This is an optimization exercise on Yosys and OpenROAD, whose aim is small area and a short achievable clock period, not a production implementation.
In this exercise RTL edits were held to simulation tests only and were not proved equivalent to the original.
Power is estimated from default activity; no workload was simulated.

File: run.sh
#!/bin/bash
# synth_recipe.tcl (not shown) runs the flow's synth.tcl, then flattens the netlist and writes it again
# the make line also repeats each setting of config.mk as NAME=value (left out here)
make -C /OpenROAD-flow-scripts/flow DESIGN_CONFIG=/design/flow/config.mk WORK_HOME=/design/flow/orfs CLKGATE_MAP_FILE= SYNTH_SCRIPT=/design/flow/synth_recipe.tcl finish
File: config.mk
export PLATFORM = sky130hd
export DESIGN_NAME = neuron_l2
export DESIGN_NICKNAME = neuron_l2
export VERILOG_FILES = /design/flow/design.v
export SDC_FILE = /design/flow/constraint.sdc
export NUM_CORES = 4
export LEC_CHECK = 0
export CAP_MARGIN = 20
export CORE_MARGIN = 2
export CORE_UTILIZATION = 40
export SLEW_MARGIN = 20
File: constraint.sdc
create_clock -name core_clock -period 7.0 [get_ports {clk}]
set_input_delay 1.4000 -clock core_clock [delete_from_list [all_inputs] [get_ports {clk}]]
set_output_delay 1.4000 -clock core_clock [all_outputs]
set_load 0.01 [all_outputs]
File: design.v
module memory #(parameter inWidth = 121,
    parameter weightWidth = 16,
    parameter memoryDepth = 7)
(
   output reg signed [weightWidth-1:0] data_out,
   input [memoryDepth-1:0] address,
   input signed [weightWidth-1:0] data_in,
   input write_enable,
   input clk,
   input reset
);
   reg [weightWidth-1:0] mem [inWidth-1:0];
    integer i;
   always @(posedge clk or posedge reset) begin
        if (reset) begin
                for (i=0; i<inWidth; i=i+1) mem[i] <= 16'd0;
				data_out <= 0;
        end
        else if (write_enable) begin
                mem[address] <= data_in;
		end
        else begin
			data_out <= mem[address];
		end
   end
endmodule
module mac #(    parameter weightWidth = 16,
	parameter featureWidth = 16,
    parameter memoryDepth = 7
    )
(
    input signed [weightWidth-1:0] a,
    input signed [featureWidth-1:0] b,
    input clk, reset, sload,
    output reg signed [featureWidth+weightWidth:0] f
);
    reg signed [weightWidth-1:0] l1;
    reg signed [featureWidth-1:0] l2;
    reg signed [featureWidth+weightWidth:0] add;
    reg sloadreg;
    wire signed [featureWidth+weightWidth-1:0] mul;
    assign mul = l1 * l2;
    always @ (*)
    begin
		if (reset) begin
			add <= 0;
		end
		else begin
			if (sloadreg) begin
				add <= 0;
			end
			else begin
				add <= f;
			end
		end
    end
    always @ (posedge clk or posedge reset)
    begin
        if (reset) begin
            l1 <= 0;
            l2 <= 0;
            f <= 0;
            sloadreg <= 0;
        end
        else begin
            l1 <= a;
            l2 <= b;
            f <= add + mul;
            sloadreg <= sload;
        end
    end
endmodule
module outDown #(
		parameter weightWidth = 16,
		parameter featureWidth = 16,
		parameter div = 7
    )
	 (
	 input reset,
	 input clk,
	 input enable,
	 input signed [featureWidth+weightWidth:0] in,
	 output signed [featureWidth-1:0] out
	 );
	 reg [featureWidth+weightWidth:0] tmp;
	 always @(posedge clk or posedge reset) begin
	 if (reset) begin
		tmp <= 0;
	 end
	 else begin
		 if (enable) begin
				tmp <= in >> div;
		 end
		 else begin
				tmp <= 0;
		 end
	 end
	 end
	 assign out = tmp[featureWidth-1:0];
endmodule
module relu #(parameter weightWidth = 16,
		parameter featureWidth = 16)
(    
    input signed [featureWidth-1:0] x,
    input enable,
    input clk,
    output reg [featureWidth-1:0] finalout
);
    always @(posedge clk) begin
        if (enable) begin
            if (!x[featureWidth-1])  
                finalout <= x;
            else
                finalout <= 0;
        end
        else begin
            finalout <= 0;    
        end
    end
endmodule
module neuron #(    parameter inWidth = 120,
    parameter weightWidth = 16,
	parameter featureWidth = 16,
    parameter memoryDepth = 7,  
	parameter div = 4,  
    parameter layerselect = 1
	 )
(
    input startup,
    input reset,
    input enable,
    input signed [(inWidth*featureWidth)-1:0] in,
    input signed [weightWidth-1:0] weight,
    input clk,
    output wire signed [featureWidth-1:0] out,  
    output reg outvalid, tmp3
);    
    reg we;
    reg tmp, tmp2, newIn, macreset;  
    reg [memoryDepth-1:0] raddr;
    reg [memoryDepth-1:0] waddr;
    wire signed [weightWidth-1:0] ramOut;
    wire signed [weightWidth+featureWidth:0] macOut;
	 wire signed [featureWidth-1:0] truncateOut;
    reg [memoryDepth-1:0] addr;
    reg signed [featureWidth-1:0] qIn;
    reg signed [weightWidth-1:0] macIna;
    reg signed [featureWidth-1:0] macInb;
    always @(*) begin  
    if (reset) begin
        addr <= 0;
        we <= 0;
    end
    else if (enable) begin
        case (startup)
        1: begin
            addr <= waddr;
            we <= 1;
        end
        0: begin
            addr <= raddr;
            we <= 0;
        end
		default: begin
            we <= 0;
            addr <= 0;
        end			  
        endcase
    end  
    else begin
        addr <= 0;
        we <= 0;
    end  
    end
    always @(*) begin  
    if (reset) begin
        macIna <= 0;
        macInb <= 0;
    end
    else if (enable) begin
        case (startup)
        1: begin
            macIna <= 0;
            macInb <= 0;
        end
        0: begin
            macIna <= ramOut;
            macInb <= qIn;
        end
		default: begin
            macIna <= 0;
            macInb <= 0;
        end							
        endcase
    end  
    else begin
        macIna <= 0;
        macInb <= 0;
    end  
    end
    always @(posedge clk or posedge reset) begin  
    if (reset) begin
        raddr <= 0;
        waddr <= 0;
		newIn <= 0;
    end
    else if (enable) begin
        if (startup) begin
			newIn <= 0;
            raddr <= 0;
			if (waddr < inWidth-1) begin
				waddr <= waddr + 7'd1;
			end 
			else begin
				waddr <=0;
			end
        end
        else begin
            waddr <= 0;
			if (raddr < inWidth-1) begin
				raddr <= raddr + 7'd1;
				newIn <= 0;
			end 
			else begin
				raddr <=0;
				newIn <= 1;
			end
        end
    end  
	else if (!enable) begin
		raddr <=0;
		waddr <= 0;
		newIn <= 0;
	end
    end
    always @(posedge clk or posedge reset) begin  
    if (reset) begin
        tmp <= 0;
		tmp2 <= 0;
		tmp3 <= 0;
		outvalid <= 0;
		macreset <= 1;
    end
    else if (enable) begin
        tmp <= newIn;
		tmp2 <= tmp;
		tmp3 <= tmp2;
		outvalid <= tmp3;
		macreset <= 0;
	end
	else if (!enable) begin
		macreset <= 1;
	end
    end
    always @(posedge clk or posedge reset) begin
    if (reset) begin
        qIn <= 0;
    end
    else if (enable) begin
		if (!startup) begin
			qIn <= in >> (raddr * featureWidth);
		end 
		else begin
			qIn <= 0;
		end
	end
	else if (!enable) begin 
		qIn <= 0;
	end
    end
    memory #(inWidth, weightWidth, memoryDepth) xMEM( .data_out(ramOut), .address(addr), .data_in(weight), .write_enable(we), .clk(clk), .reset(reset) );
    mac #(weightWidth,featureWidth,memoryDepth) xMAC(.clk(clk), .reset(macreset), .a(macIna), .b(macInb), .sload(macreset), .f(macOut));
	generate
		if ( layerselect < 4 ) begin
			outDown #(weightWidth,featureWidth,div) xDown(.clk(clk), .reset(reset), .enable(enable), .in(macOut), .out(truncateOut));
			relu #(weightWidth, featureWidth)  xRELU(.enable(enable), .clk(clk), .x(truncateOut), .finalout(out));
		end
		else begin
			outDown #(weightWidth,featureWidth,div) xDown(.clk(clk), .reset(reset), .enable(enable), .in(macOut), .out(out));
		end
    endgenerate
endmodule
module neuron_l2 (
    input clk,
    input reset,
    input enable,
    input startup,
    input signed [17*16-1:0] in,
    input signed [15:0] weight,
    output wire signed [15:0] out,
    output wire outvalid,
    output wire tmp3
);
    neuron #(17, 16, 16, 5, 12, 2) n2 (.clk(clk), .in(in), .weight(weight), .enable(enable), .reset(reset),
        .startup(startup), .out(out), .outvalid(outvalid), .tmp3(tmp3));
endmodule
==> flow_summary.ini, run 1 <==
[sta]
fmax_mhz = 156.1
finalClockSkew_ns = 0.02605
tightest_slew_ns = 1.089
setup_viol = 0
fin_crit_ns = 6.406
finalHoldViolCount = 0
fin_hold_ws_ns = 0.1323
slew_headroom_pct = 26.83
rsz0062_at_grt = no
fin_crit_sh_pct = 91.52
report.final.slew_viol_count = 0

[drt]
num_vias = 20757
wire_per_inst_um = 26.48
drc_errors = 0
drt-total-wl_um = 100700
routed_via_density = 5.458
initialDrtViolationCount = 1527
antenna_left = 0
first_pass_iters = 5

[synth]
seq_area_frac_synth_pct = 34.87
syn_nets = 3181
syn_area_um2 = 29350
synth_top_flop_cell = dfrtp_1
ys_ff_latch = 412
ys_async_sr_fraction_pct = 96.36
ys_types = 88
synth_edf_count = 0
synthCells = 2543
synth_warnings = 6
syn-mean-instance-area_um2 = 11.54

[pwr]
finalPower_uw = 5491
leakage_uw = 0.01664
vdd_drop_max_mv = 0.1793
powerDensity_nw_per_um2 = 157.1

[cts]
clockBufferDepth = 3
cts.sinks = 412
hold_buffers = 0
post_cts.repair.setup_buffers = 0
clk_latency_ns = 0.60
cts.reportedPaths.clkPinSlew_ns = 0.06
clock-root-buffer = clkbuf_16
cts_tree = done
cts-resized-gates = 0
cts_buffers = 44
htree_levels = 2

[worst_setup_path]
worst-path-max-fanout = 16
critPathTopFamily = adder cells
end_kind = flop
r2r_setup_slack_ns = 0.59
crit_path_max_incr_delay_ns = 0.67
arrival_ns = 6.86
required_ns = 7.45
start_kind = flop
critPathKind = flop to flop
slowest_stage = dfrtp_1
crit_chain = nand2_1, inv_1, fa_1, inv_1, fa_1, fa_1, inv_1, fa_1, fa_1, inv_1, fa_1, inv_1, ha_1, nand2_1, or4_1, a211oi_1, nor4_1, o21bai_1, o31ai_1, xnor2_1
cpMostUsedCell = fa_1
worst-path-buf-inv = 5

[layout]
fillCellCount = 6593
final_net_count = 3445
syn2layout_area_growth_pct = 19.07
layout_commonest_cell = dfrtp_1
layout-drive-gt1-share_pct = 19.04
fin_area_um2 = 34950
mostFrequentLayoutCells = dfrtp_1 (394), inv_1 (349), clkdlybuf4s50_1 (308)

[floorplan]
core.rowCount = 99
core_area_um2 = 72830
die_h_um = 274.9
die_w_um = 274.9
dieArea_um2 = 75570
io_pins = 310
start_util_pct = 40.30

[grt]
antenna_found_initial = 8
grt.total_usage_pct = 27.39
grt_overflow_total = 0
grt_pass1_vias = 22100
use_met1_pct = 39.71
grt_pass1_wl_um = 151400
grt_max_degree = 200
grt_use_met2_pct = 44.29
top_usage_layer = met2
met3_usage_pct = 3.352

[worst_hold_path]
hp-class = flop to async pin

[place]
gp_congestion = 0.8937
portBuffers = 308
post-dp-hpwl_um = 76440
dpl_cell_area_um2 = 33460

[status]
status = finished clean

[run]
max-cap-violations = 0
==> cell usage after synthesis (all sizes together) (5+ instances only) <==
cell,instances,share of area (%)
nand2,196,2.6
buf,67,1.4
and4,7,0.21
nand2b,7,0.16
mux2,282,11
nor3,25,0.68
nand3,30,0.59
ha,91,3.9
dfrtp,396,34
xnor2,36,1.1
a22oi,56,1.4
dfxtp,15,1.0
a31oi,18,0.38
nor4,17,0.72
inv,352,4.5
nor2,49,0.75
a21o,10,0.26
o2bb2ai,5,0.15
and3,11,0.23
a2111oi,5,0.17
clkbuf,73,0.93
o21ai,63,1.1
a221oi,12,0.38
or3,5,0.11
mux2i,10,0.45
mux4,80,6.1
fa,255,17
a211oi,6,0.15
a22o,11,0.33
nand4,12,0.31
and2,224,4.8
a21oi,48,0.92
xor2,10,0.30
a221o,7,0.24
==> routing by layer <==
layer,part of all wire (%),wire length [um]
met2,47,47290
met5,0.033,33
met4,2.1,2159
met1,46,46760
met3,4.4,4451
==> power breakdown <==
part | switching [uW] | internal, uW | leakage [uW] | total, uW
sequential | 73.1 | 2460 | 0.00556 | 2530
clock | 1030 | 1350 | 0.000710 | 2380
combinational | 274 | 308 | 0.0104 | 582
==> worst register-to-register path: stages (launching register included) <==
cell,delay (ns)
dfrtp_1,0.67
nand2_1,0.20
inv_1,0.16
fa_1,0.44
inv_1,0.10
fa_1,0.41
fa_1,0.54
inv_1,0.06
fa_1,0.45
fa_1,0.52
inv_1,0.05
fa_1,0.47
inv_1,0.04
ha_1,0.37
nand2_1,0.15
or4_1,0.51
a211oi_1,0.49
nor4_1,0.15
o21bai_1,0.26
o31ai_1,0.12
xnor2_1,0.13
==> worst paths after layout <==
path	start	endpoint	depth (start not counted)
min	n2.macreset	n2.xMAC.sloadreg	1
max reg2reg	n2.xMAC.l2[1]	n2.xMAC.f[27]	20
min in group core_clock	n2.macreset	n2.xMAC.sloadreg	0
max	n2.xMAC.l2[1]	n2.xMAC.f[27]	20
min reg2reg	n2.macreset	n2.xMAC.sloadreg	1
max in group asynchronous	reset	n2.xMEM.mem[15][6]	5
==> state kept, by name, summed over array words and instances (netlist names) <==
signal                     cells
n2.outvalid                    1
n2.xMAC.l2                    16
n2.tmp3                        1
n2.newIn                       1
n2.macreset                    1
n2.xMEM.data_out              16
n2.raddr                       5
n2.xMAC.f                     28
n2.qIn                        16
n2.tmp                         1
n2.waddr                       5
n2.tmp2                        1
n2.genblk1.xDown.tmp          16
n2.genblk1.xRELU.finalout     15
n2.xMAC.l1                    16
n2.xMAC.sloadreg               1
n2.xMEM.mem                  272
==> cell families (layout without fill, tap and decap cells) <==
kind of cell    Yosys count  after routing  synth area share (%)
compound gates          282            282                 6.679
xor+xnor                 46             46                 1.372
fa+ha+maj               346            346                 21.27
buf+inv                 492            790                 6.845
flops                   412            412                 34.87
mux                     372            372                 17.56
other cells               1              4               0.01277
simple gates            592            592                 11.39
==> cell type report <==
type	instances	area [um^2]	area share (%)
diodes	3	7.507	0.02148
clock buffers	62	1219	3.487
clock inverters	18	242.7	0.6945
inverters	352	1325	3.791
multi-input cells	1639	17210	49.25
flip-flops and latches	412	10240	29.30
well taps	959	1200	3.433
repair buffers	358	3503	10.02
==> per-stage QoR <==
stage	utilization, %	TNS (ns)	worst slack, ns	std cells
2_1_floorplan	-	-107.62	-1.070	2543
3_3_place_gp	45.93	0	0.7673	3719
3_5_place_dp	45.93	0	0.6176	3719
4_1_cts	47.94	0	0.6212	3799
5_1_grt	47.98	0	0.1928	3800
6_report	47.99	0	0.5938	3803
==> run 2, diff against run 1 <==
==> design.v (replaced) <==
module neuron_l2 (
    input clk,
    input reset,
    input enable,
    input startup,
    input signed [17*16-1:0] in,
    input signed [15:0] weight,
    output reg signed [15:0] out,
    output reg outvalid,
    output reg tmp3
);
    wire load = enable & startup;
    wire comp = enable & ~startup;
    reg [15:0] C [0:16];
    reg [16:0] V;        
    reg [16:0] z;        
    reg [16:0] wz;       
    integer j;
    always @(posedge clk) begin
        for (j = 0; j < 17; j = j + 1)
            C[j] <= (load & wz[j]) ? weight : C[(j + 16) % 17];
    end
    always @(posedge clk or posedge reset) begin
        if (reset) begin
            V <= 17'd0;
            z <= 17'd1;
            wz <= 17'd2;
        end else begin
            V <= ({17{load}} & wz) | {V[15:0], V[16]};
            z <= {z[15:0], z[16]};
            if (!load) wz <= {z[14:0], z[16:15]};
        end
    end
    reg [4:0] raddr;
    reg newIn, s1, s2;
    always @(posedge clk or posedge reset) begin
        if (reset) begin
            raddr <= 0; newIn <= 0; s1 <= 0; s2 <= 0; tmp3 <= 0; outvalid <= 0;
        end else if (enable) begin
            if (startup) begin
                raddr <= 0; newIn <= 0;
            end else if (raddr == 5'd16) begin
                raddr <= 0; newIn <= 1;
            end else begin
                raddr <= raddr + 5'd1; newIn <= 0;
            end
            s1 <= newIn; s2 <= s1; tmp3 <= s2; outvalid <= tmp3;
        end else begin
            raddr <= 0; newIn <= 0;
        end
    end
    wire xon = V[0];
    reg [15:0] xsel;
    integer i;
    always @(*) begin
        xsel = 16'd0;
        for (i = 0; i < 17; i = i + 1)
            xsel = xsel | (in[16*i +: 16] & {16{z[i] & xon}});
    end
    reg signed [15:0] xr;
    always @(posedge clk) xr <= xsel;
    reg [27:0] prod;
    wire signed [15:0] w1 = C[1];
    wire signed [31:0] p = xr * w1;
    always @(posedge clk) prod <= p[27:0];
    reg [27:0] acc;
    wire clr = comp & ~s2 & (raddr == 5'd2);
    always @(posedge clk) acc <= (clr ? 28'd0 : acc) + prod;
    wire g19 = s2 & comp & (raddr == 5'd2);
    wire g20 = tmp3 & comp & (raddr == 5'd3);
    always @(posedge clk) out <= g19 ? (acc[27] ? 16'd0 : acc[27:12]) : (g20 ? out : 16'd0);
endmodule
==> run 2 against run 1 <==
Total power is 7.0% lower. Critical endpoint is now prod[27]. Final cell count is 11% lower. Non-clock buffer count is 35 lower. Register-to-register slack better by 0.12 ns. First-iteration DRC count is 12% lower. Global-route usage is 4.8 points lower. Clock power is 4% higher. Largest cell class unchanged. Still clean. Combinational power is 61% lower. Critical path depth is 1 lower. Via count is 16% lower.
==> flow_summary.ini, run 2 <==
[synth]
ys_top_cells_by_count = dfxtp_1 (344), inv_1 (282), mux2_2 (276)
syn-mean-instance-area_um2 = 10.69
synth.most_common_cell = dfxtp_1
ys_types = 65
yosysTopAreaCell = dfxtp_1
synth_edf_count = 15
netlist.area_leader.share_pct = 28.00
synth_warnings = 2
synth_top_flop_cell = dfxtp_1
seq_area_frac_synth_pct = 36.04
ys_ff_latch = 420
syn_nets = 2930
ys_async_sr_fraction_pct = 14.52
synthCells = 2301
syn_area_um2 = 24600
yosys-top-cells-area = dfxtp_1 (28%), fa_1 (19%), mux2_2 (13%)

[pwr]
finalPower_uw = 5108
powerDensity_nw_per_um2 = 170.8
leakage_uw = 0.01366
vdd_drop_max_mv = 0.1650

[grt]
top_usage_layer = met2
antenna_found_initial = 3
grt.total_usage_pct = 22.60
grt_pass1_vias = 18637
grt_pass1_wl_um = 110700
use_met1_pct = 31.76
grt_max_degree = 62
grt_overflow_total = 0
grt_use_met2_pct = 36.79
met3_usage_pct = 4.096

[cts]
htree_levels = 2
hold_buffers = 0
clock-root-buffer = clkbuf_16
post_cts.repair.setup_buffers = 0
cts.reportedPaths.clkPinSlew_ns = 0.06
clk_latency_ns = 0.59
clockBufferDepth = 3
cts.sinks = 420
cts-resized-gates = 0
cts_buffers = 45
cts_tree = done

[place]
gp_congestion = 0.9364
post-dp-hpwl_um = 54770
portBuffers = 308
dp.cells = 3294

[worst_setup_path]
start_kind = flop
slowest_stage = dfxtp_1
critPathKind = flop to flop
required_ns = 7.51
end_kind = flop
crit_path_max_incr_delay_ns = 0.75
worst-path-max-fanout = 16
crit_chain = nand2_1, fa_1, fa_1, fa_1, inv_1, fa_1, fa_1, inv_1, fa_1, inv_1, ha_1, a211oi_1, o211ai_1, a32oi_1, o311ai_1, o211a_1, a211o_1, a21oi_1, xnor2_1
cpMostUsedCell = fa_1
arrival_ns = 6.79

[layout]
register_area_um2 = 8866
fillCellCount = 5527
fin_cells = 3379
layout-drive-gt1-share_pct = 14.61
final_net_count = 3188
syn2layout_area_growth_pct = 21.57
multi_input_area_um2 = 14240
mostFrequentLayoutCells = dfxtp_1 (344), clkdlybuf4s50_1 (308), inv_1 (281)
finalCoreUtilization_pct = 49.36
largest_register_ffs = 272
top_regs = C x272, acc x28, prod x28
layout_commonest_cell = dfxtp_1
regMostFlops = C

[floorplan]
dieArea_um2 = 63490
start_util_pct = 40.60
die_w_um = 252.0
io_pins = 310
core_area_um2 = 60580
core.rowCount = 90
die_h_um = 252.0

[status]
status = finished clean

[sta]
report.final.slew_viol_count = 0
finalHoldViolCount = 0
setup_viol = 0
slew_headroom_pct = 21.21
fin_crit_sh_pct = 89.79
tns_ns = 0
fmax_mhz = 159.1
finalClockSkew_ns = 0.02969
tightest_slew_ns = 1.182
fin_crit_ns = 6.285
rsz0062_at_grt = no

[drt]
antenna_left = 0
wire_per_inst_um = 20.84
drc_errors = 0
initialDrtViolationCount = 1340
drt-total-wl_um = 70410
first_pass_iters = 6
num_vias = 17370
routed_via_density = 5.141

[run]
max-cap-violations = 0

[worst_hold_path]
hp-class = flop to flop
==> run 2: per-stage QoR <==
stage                     hold slack (ns)  instance area (um^2)  setup slack [ns]
after floorplan                    0.3661                 24600             1.301
after global placement             0.3750                 28340            0.8856
after detailed placement           0.3776                 28340            0.8131
after CTS                          0.3902                 29900            0.7984
after global routing               0.4037                 29900            0.3722
final                              0.3891                 29900            0.7146
==> run 2: worst paths after layout <==
path	from	endpoint	slack (ns)	cells after the start
max in group asynchronous	reset	wz[9]	4.99	3
worst max register to register	xr[11]	prod[27]	0.71	19
worst min register to register	z[9]	z[10]	0.39	0
worst min-delay path	z[9]	z[10]	0.39	0
worst max-delay path	xr[11]	prod[27]	0.71	19
min in group asynchronous	reset	raddr[0]	1.38	3
==> run 2: area by class of cell <==
class,instances,area share (%)
tap,782,3.272
clock buffer,60,4.226
clock inverter,23,0.9791
timing repair buffer,323,10.69
sequential,420,29.65
antenna,2,0.01674
multi-input combinational,1487,47.63
inverter,282,3.540
==> run 2: worst max-delay path, delay by kind of cell (launching register included) <==
kind | cells | cell delay, ns
simple gates | 1 | 0.18
xor+xnor | 1 | 0.15
buf+inv | 3 | 0.15
fa+ha+maj | 7 | 3.35
compound gates | 7 | 1.62
flops | 1 | 0.75
==> run 2: logic make-up (layout without fill, tap and decap cells) <==
kind of cell	after synthesis	in the layout	synth area share [%]
AND/OR/NAND/NOR	550	550	11.00
flip-flops	420	420	36.04
buffers and inverters	394	688	6.048
adder cells (fa/ha/maj)	337	337	24.16
multiplexers	277	277	12.68
AO/OA/AOI/OAI	255	255	7.666
XOR/XNOR	67	67	2.386
other	1	3	0.01525
==> run 2: where the power goes <==
part	total (uW)	leakage [uW]	internal [uW]	switching, uW
Sequential	2410	0.00380	2410	0.888
Clock	2470	0.000761	1440	1030
Combinational	226	0.00910	149	76.3
Total	5110	0.0137	4000	1110
==> run 2: routing by layer <==
layer	part of all wire [%]	vias to the layer above	wire [um]
met1	47	8714	32920
li1	-	8110	-
met4	1.6	2	1161
met3	5.5	77	3865
met2	46	467	32450
met5	0.018	-	13

[what the ideal ports hide]
The results above use ideal ports. As a check the final layouts listed here were re-extracted and re-timed, cells and wires unchanged.
Step 1 assumes that a clkbuf_16 drives the clock port and a buf_2 every other input.
Step 2 adds t to the input delays and takes it off the output delays; t is the mean of the earliest and latest rising clock arrival at the registers after step 1. Input paths then give back, and output paths get back, about the clock's delay inside the block.
a / b / c = ideal / step 1 / step 2; a / b = the first two.
run	t, ns	setup slack, ns	hold WS [ns]	clock arrival spread, ns	cell pins on the clock port's net
run 1	0.649	0.594 / 0.594 / 0.594	0.132 / 0.132 / 0.132	0.026 / 0.027	1
run 2	0.635	0.715 / 0.715 / 0.715	0.389 / 0.389 / 0.389	0.031 / 0.030	1
After both steps every run listed still meets setup and hold.
